Source: an optimization exercise on an open RTL-to-GDS flow (aim: small area, a short achievable clock period and few clock cycles per item). Production flows keep margins and buffers that such runs may drop.
In this exercise RTL edits were held to simulation tests only and were not proved equivalent to the original.
Power is estimated from default activity; no workload was simulated.

== job 7508 ==
## mltp
module mltp (
  input S, CLK, Clr,
  input [7:0] Binput, Qinput,
  output [7:0] A, Q,
  output reg R  
);
  wire pp0_0, pp0_1, pp0_2, pp0_3, pp0_4, pp0_5, pp0_6, pp0_7, pp1_0, pp1_1, pp1_2, pp1_3, pp1_4, pp1_5, pp1_6, pp1_7, pp2_0, pp2_1, pp2_2, pp2_3, pp2_4, pp2_5, pp2_6, pp2_7, pp3_0, pp3_1, pp3_2, pp3_3, pp3_4, pp3_5, pp3_6, pp3_7, pp4_0, pp4_1, pp4_2, pp4_3, pp4_4, pp4_5, pp4_6, pp4_7, pp5_0, pp5_1, pp5_2, pp5_3, pp5_4, pp5_5, pp5_6, pp5_7, pp6_0, pp6_1, pp6_2, pp6_3, pp6_4, pp6_5, pp6_6, pp6_7, pp7_0, pp7_1, pp7_2, pp7_3, pp7_4, pp7_5, pp7_6, pp7_7, s1, c2, s3, c4, s5, c6, s7, c8, s9, c10, s11, c12, s13, c14, s15, c16, s17, c18, s19, c20, s21, c22, s23, c24, s25, c26, s27, c28, s29, c30, s31, c32, s33, c34, s35, c36, s37, c38, s39, c40, s41, c42, s43, c44, s45, c46, s47, c48, s49, c50, s51, c52, s53, c54, s55, c56, s57, c58, s59, c60, s61, c62, s63, c64, s65, c66, s67, c68, s69, c70, s71, c72, s73, c74, s75, c76, s77, c78, s79, c80, s81, c82, s83, c84, s85, c86, s87, c88, s89, c90, s91, c92, s93, c94;
  assign pp0_0 = ~(Binput[0] & Qinput[0]);
  assign pp0_1 = ~(Binput[0] & Qinput[1]);
  ...
For scale: roughly 210 cells after synthesis, about 25 flip-flops, roughly 36 I/O pins.
export LEC_CHECK = 0
export CAP_MARGIN = 20
export CORE_MARGIN = 2
export CORE_UTILIZATION = 40
export SETUP_SLACK_MARGIN = 1.95
export SLEW_MARGIN = 20
export SYNTH_HIERARCHICAL = 1
export SYNTH_MINIMUM_KEEP_SIZE = 0
create_clock -name core_clock -period 5.0 [get_ports {CLK}]
standard.sh (not shown) runs the stock make flow with config.mk's settings and CLKGATE_MAP_FILE= SYNTH_SCRIPT=/design/flow/synth_recipe.tcl, a recipe that flattens the netlist after the stock synthesis.
==> flow/flow/run.sh <==
#!/bin/bash
# The standard layout (standard.sh, unchanged synthesis), with two layout
# settings changed: the port buffers are plain buffers (buf_2) instead of the
# delay cells buffer_ports picks by default, and the resizer may swap a cell
# for one of another footprint (MATCH_CELL_FOOTPRINT=0), so it can size them.
# The full output of make (every ORFS step, each also logged under
# orfs/logs/) goes to make.log.
set -euo pipefail
bash standard.sh MATCH_CELL_FOOTPRINT=0 \
  "BUFFER_PORTS_ARGS=-buffer_cell sky130_fd_sc_hd__buf_2" finish > make.log 2>&1
Testbench counts of job 7508, summed over its fixed seeds: cycles 2,048, products 2,048.
Inputs modified between job 7508 and job 2080:
- changing CORE_UTILIZATION from 40 to 65
- changing SETUP_SLACK_MARGIN from 1.95 to 1.3
- setting PLACE_DENSITY to 0.8 for the first time
### Flow results
When the final numbers for job 7508 and job 2080 were put side by side, the global-route wire length before repair turned out to be greater in job 2080.
Compared with job 7508, job 2080 is more frugal on power.
Job 2080: maximum clock frequency is about 6.5% lower than what job 7508 reported.
In the final reports, the cell area of job 2080 is smaller than that of job 7508.
Compare job 7508 and job 2080 | routed wire length higher: job 7508
A capturing instance or port of the critical path of r6_0 is what job 7508 shows, while A[4] belongs to job 2080.
Between job 7508 and job 2080, the flow reports met1 layer wirelength in the final routing decreasing by more than 10%.
Core util | job 2080 vs job 7508 | job 2080 higher
Floorplan check, job 2080 vs job 7508: die outline smaller in job 2080
[inputs] job 2551 vs job 2080
- SETUP_SLACK_MARGIN changed from 1.3 to 1.7
- PLACE_DENSITY removed (was 0.8)
- CORE_UTILIZATION changed from 65 to 40
==> run notes <==
- Job 2551 finished every stage and its layout cleared the timing, design-rule and antenna checks.
- Compare job 2080 and job 2551 | setup slack after layout higher: job 2551
- Against job 2080, job 2551 comes in 0.79% higher on leakage power of the design.
- [compare] base=job 2080 new=job 2551: number of rows created at floorplan shows an increase of 6, cell internal power dissipation shows an increase of 4.0%, highest clock rate shows an increase of 7.5 MHz.
- Re DRC violation count after routing: no difference whatsoever between job 2080 and job 2551.
- Count of port buffers added during placement: job 2551 vs job 2080 identical
- Compared with job 2080, job 2551 shows average vias per placed instance that has gone down by more than 10%.
- Data arrival time at the worst-slack endpoint on job 2551 is up relative to job 2080.
--- input diff job 2551..job 3815 ---
- SETUP_SLACK_MARGIN: 1.7 -> 1.3
==> run notes <==
- Diff job 3815..job 2551 | fraction of area in registers | negligible
- Number of max-cap violations across job 2551 and job 3815: no real change.
- Relative to job 2551, post-route worst hold slack decreased by 0.017 ns in job 3815.
- As far as final area is concerned, job 2551 and job 3815 perform about the same.


Another version of the RTL of mltp (not shown whole).
For scale: roughly 26 flip-flops, roughly 36 I/O pins.
Settings: LEC_CHECK=0, CAP_MARGIN=20, CORE_MARGIN=2, CORE_UTILIZATION=40, SETUP_SLACK_MARGIN=2.0, SLEW_MARGIN=20, SYNTH_HIERARCHICAL=1, SYNTH_MINIMUM_KEEP_SIZE=0; clock period 5.0 ns.
Scripts as last shown in full above: flow/flow/run.sh
Testbench counts at the start, summed over its fixed seeds: cycles 2,048, products 2,048.
Rerun with:
==> flow/run.sh (new file) <==
#!/bin/bash
# synth_recipe.tcl (not shown) runs the flow's synth.tcl, then flattens the netlist and writes it again
# the make line also repeats each setting of config.mk as NAME=value (left out here)
make -C /OpenROAD-flow-scripts/flow DESIGN_CONFIG=/design/flow/config.mk WORK_HOME=/design/flow/orfs CLKGATE_MAP_FILE= SYNTH_SCRIPT=/design/flow/synth_recipe.tcl finish
SETUP_SLACK_MARGIN = 1.5   (was 2.0)
removed: flow/flow/run.sh
removed: flow/standard.sh
Die area stays the same.
Routed wire length fell by 6.5%.
Clock skew stays the same.
Worst setup slack is worse by 0.28 ns.
Via count rose by 0.70%.
Rerun with:
SETUP_SLACK_MARGIN = default   (was 1.5)
Effect:
- The new run produced a clean layout
- critical path depth is unchanged
- combinational power climbs by a few percent
- maximum frequency is lower by roughly a tenth
- utilization rises by 0.15 points
- routed wire length decreases slightly
- global-route usage is lower by 0.21 points
- total power rises slightly
Rerun with:
CORE_UTILIZATION = 60   (was 40)
SETUP_SLACK_MARGIN = 1.5   (was default)
The changed run completed with no timing, DRC or antenna violations.
Global-route usage climbs by 8.6 points.
Wire length goes up by 8.6%.
Sequential share of layout area came out higher by 0.19 points.
Area after synthesis is unchanged.
Worst setup slack is better by 0.39 ns.
Clock power is higher by about 25%.
Worst hold slack is about the same.
Design area fell by about 0.7%.
Core utilization climbs by 24 points.
Total power rose by 3.8%.
Flip-flop and latch count does not change.
Rerun with:
CORE_UTILIZATION = 40   (was 60)
SETUP_SLACK_MARGIN = 2.0   (was 1.5)
What happened: Core utilization shrinks by 21 points. Sequential cell count does not change. Total power goes down by 4.7%. Routed wire length goes down by 1.9%. Setup slack gets better by 0.25 ns. Final area came out higher by 5.9%. Clock power goes down by 32%.
Rerun with:
SETUP_SLACK_MARGIN = 2.5   (was 2.0)
Effect:
- combinational power came out higher by 11%
- cell count went up by 0.65%
- cell area grows by 4.1%
- register-to-register slack hardly moves
- setup slack gets worse by 0.017 ns
- utilization climbs by 2.1 points


== try-amber ==
mltp with an RTL version that a note above also has.
For scale: ~210 cells after synthesis, roughly 25 flip-flops, ~36 I/O pins, about 2300 µm² of cells after synthesis.
export LEC_CHECK = 0
export CAP_MARGIN = 20
export CORE_MARGIN = 2
export CORE_UTILIZATION = 40
export SETUP_SLACK_MARGIN = 2.1
export SLEW_MARGIN = 20
export SYNTH_HIERARCHICAL = 1
export SYNTH_MINIMUM_KEEP_SIZE = 0
create_clock -name core_clock -period 5.0 [get_ports {CLK}]
==> flow/flow/run.sh <==
#!/bin/bash
# The standard layout (standard.sh, unchanged synthesis), with two layout
# settings changed: the port buffers are plain buffers (buf_2) instead of the
# delay cells buffer_ports picks by default, and the resizer may swap a cell
# for one of another footprint (MATCH_CELL_FOOTPRINT=0), so it can size them.
# The full output of make (every ORFS step, each also logged under
# orfs/logs/) goes to make.log.
set -euo pipefail
bash standard.sh MATCH_CELL_FOOTPRINT=0 \
  "BUFFER_PORTS_ARGS=-buffer_cell sky130_fd_sc_hd__buf_2" finish > make.log 2>&1
Every stage of the flow completed for try-amber, and the final layout passed the timing, design-rule and antenna checks.
Testbench counts of try-amber, summed over its fixed seeds: cycles 2,048, products 2,048.
Modified inputs, try-nickel compared to try-amber
# try-amber
export LEC_CHECK = 0
export CAP_MARGIN = 20
export CORE_MARGIN = 2
export CORE_UTILIZATION = 40
export SETUP_SLACK_MARGIN = 2.1
export SLEW_MARGIN = 20
export SYNTH_HIERARCHICAL = 1
export SYNTH_MINIMUM_KEEP_SIZE = 0
create_clock -name core_clock -period 5.0 [get_ports {CLK}]
# try-nickel
export LEC_CHECK = 0
export CAP_MARGIN = 20
export CORE_MARGIN = 2
export CORE_UTILIZATION = 40
export SETUP_SLACK_MARGIN = 1.3
export SLEW_MARGIN = 20
export SYNTH_HIERARCHICAL = 1
export SYNTH_MINIMUM_KEEP_SIZE = 0
create_clock -name core_clock -period 5.0 [get_ports {CLK}]
==> flow/flow/run.sh <==
#!/bin/bash
# The standard layout (standard.sh, unchanged synthesis), with two layout
# settings changed: the port buffers are plain buffers (buf_1) instead of the
# delay cells buffer_ports picks by default, and the resizer may swap a cell
# for one of another footprint (MATCH_CELL_FOOTPRINT=0), so it can size them.
# The full output of make (every ORFS step, each also logged under
# orfs/logs/) goes to make.log.
set -euo pipefail
bash standard.sh MATCH_CELL_FOOTPRINT=0 \
  "BUFFER_PORTS_ARGS=-buffer_cell sky130_fd_sc_hd__buf_1" finish > make.log 2>&1
### Flow results
- Going from try-amber to try-nickel, number of optimization iterations in the first detailed-route pass has increased; multi-input gate area in the final layout shrank by about 12%.
- sky130_fd_sc_hd__fa_1 as the highest-delay cell along the critical path was reported by try-nickel, and sky130_fd_sc_hd__edfxtp_1 by try-amber.
- The met2 routing resource usage after global routing number comes out higher for try-amber vs try-nickel.
[inputs] try-delta vs try-nickel
# try-nickel
export LEC_CHECK = 0
export CAP_MARGIN = 20
export CORE_MARGIN = 2
export CORE_UTILIZATION = 40
export SETUP_SLACK_MARGIN = 1.3
export SLEW_MARGIN = 20
export SYNTH_HIERARCHICAL = 1
export SYNTH_MINIMUM_KEEP_SIZE = 0
create_clock -name core_clock -period 5.0 [get_ports {CLK}]
# try-delta
export LEC_CHECK = 0
export CAP_MARGIN = 20
export CORE_MARGIN = 2
export CORE_UTILIZATION = 40
export CTS_BUF_LIST = sky130_fd_sc_hd__clkbuf_4
export SETUP_SLACK_MARGIN = 1.3
export SLEW_MARGIN = 20
export SYNTH_HIERARCHICAL = 1
export SYNTH_MINIMUM_KEEP_SIZE = 0
create_clock -name core_clock -period 5.0 [get_ports {CLK}]
==> flow/flow/run.sh <==
#!/bin/bash
# The standard layout (standard.sh, unchanged synthesis), with two layout
# settings changed: the port buffers are plain buffers (buf_2) instead of the
# delay cells buffer_ports picks by default, and the resizer may swap a cell
# for one of another footprint (MATCH_CELL_FOOTPRINT=0), so it can size them.
# The full output of make (every ORFS step, each also logged under
# orfs/logs/) goes to make.log.
set -euo pipefail
bash standard.sh MATCH_CELL_FOOTPRINT=0 \
  "BUFFER_PORTS_ARGS=-buffer_cell sky130_fd_sc_hd__buf_2" finish > make.log 2>&1
try-delta finished all stages; the layout is clean.
From try-nickel to try-delta the numbers moved as follows: largest net degree at the start of global routing held, least setup slack across all paths after layout went up 0.16 ns.
Sequential share of layout area ends up lower on try-delta.
Relative to try-nickel, fraction of area in clock buffers and inverters decreased by 0.59 points in try-delta.


mltp, a different RTL version from the one above (not shown whole).
For scale: about 210 cells after synthesis, ~25 flip-flops, about 36 I/O pins, roughly 0.0023 mm^2 of cells after synthesis.
clock: 5.0 ns
lec_check: 0
cap_margin: 20
core_margin: 2
core_utilization: 40
setup_slack_margin: 2.0
slew_margin: 20
synth_hierarchical: 1
synth_minimum_keep_size: 0
==> flow/flow/run.sh <==
#!/bin/bash
# The standard layout (standard.sh, unchanged synthesis), with two layout
# settings changed: the port buffers are plain buffers (buf_2) instead of the
# delay cells buffer_ports picks by default, and the resizer may swap a cell
# for one of another footprint (MATCH_CELL_FOOTPRINT=0), so it can size them.
# The full output of make (every ORFS step, each also logged under
# orfs/logs/) goes to make.log.
set -euo pipefail
bash standard.sh MATCH_CELL_FOOTPRINT=0 \
  "BUFFER_PORTS_ARGS=-buffer_cell sky130_fd_sc_hd__buf_2" finish > make.log 2>&1
Testbench counts at the start, summed over its fixed seeds: cycles 2,048, products 2,048.
Change:
Settings changed: SETUP_SLACK_MARGIN 2.0 to 1.7.
Effect:
- The new run went through all stages and came out clean
- combinational power came out lower by 17%
- register-to-register slack is about the same
- total power came out lower by 11%
- cell count came out lower by 4.1%
Change:
==> flow/run.sh (new file) <==
#!/bin/bash
# synth_recipe.tcl (not shown) runs the flow's synth.tcl, then flattens the netlist and writes it again
# the make line also repeats each setting of config.mk as NAME=value (left out here)
make -C /OpenROAD-flow-scripts/flow DESIGN_CONFIG=/design/flow/config.mk WORK_HOME=/design/flow/orfs CLKGATE_MAP_FILE= SYNTH_SCRIPT=/design/flow/synth_recipe.tcl finish
Settings changed: SETUP_SLACK_MARGIN 1.7 to 2.0.
removed: flow/flow/run.sh
removed: flow/standard.sh
Outcome:
- The changed run produced a clean layout
- power is higher by 16%
- via count is higher by 3.2%
- die area stays the same
- cell count is higher by 4.3%
- clock skew is unchanged
- final area is higher by 21%

==> static timing again, ports no longer ideal <==
No port has a modelled driver above. Below, the same layouts with a new extraction and two added sets of constraints. Step 1 (the two cells are an assumption about what drives the block):
set clk [get_ports {CLK}]
set_driving_cell -lib_cell sky130_fd_sc_hd__clkbuf_16 $clk
set_driving_cell -lib_cell sky130_fd_sc_hd__buf_2 [delete_from_list [all_inputs] $clk]
Step 2 times the ports against the registers' clock, not the clock port: input delays grow and output delays shrink by t, the midpoint of the rising clock arrivals with the driver on. a / b / c = no drivers / after step 1 / after step 2; a / b = the first two.
run | shift t [ns] | setup WS [ns] | cell pins on the clock port's net
job 7508 | 0.281 | 1.976 / 1.953 / 1.695 | 1
job 2080 | 0.319 | 1.766 / 1.745 / 1.546 | 1
job 2551 | 0.282 | 1.842 / 1.846 / 1.564 | 1
job 3815 | 0.285 | 1.879 / 1.874 / 1.599 | 1
the first run of note 2 | 0.280 | 1.788 / 1.774 / 1.494 | 1
the second run of note 2 | 0.291 | 1.513 / 1.521 / 1.230 | 1
the third run of note 2 | 0.292 | 1.122 / 1.128 / 0.836 | 1
the fourth run of note 2 | 0.296 | 1.515 / 1.524 / 1.228 | 1
the fifth run of note 2 | 0.281 | 1.765 / 1.752 / 1.470 | 1
the sixth run of note 2 | 0.282 | 1.748 / 1.730 / 1.448 | 1
try-amber | 0.276 | 1.997 / 1.970 / 1.694 | 1
try-nickel | 0.286 | 1.691 / 1.692 / 1.406 | 1
try-delta | 0.323 | 1.847 / 1.824 / 1.608 | 1
the first run of note 4 | 0.281 | 1.906 / 1.870 / 1.589 | 1
the second run of note 4 | 0.283 | 1.766 / 1.768 / 1.484 | 1
the third run of note 4 | 0.292 | 1.885 / 1.850 / 1.557 | 1
After both steps every run listed still meets setup and hold. For the third run of note 4, which loses most, drivers alone change the setup slack by -0.035 ns; drivers and shift together by -0.328 ns.
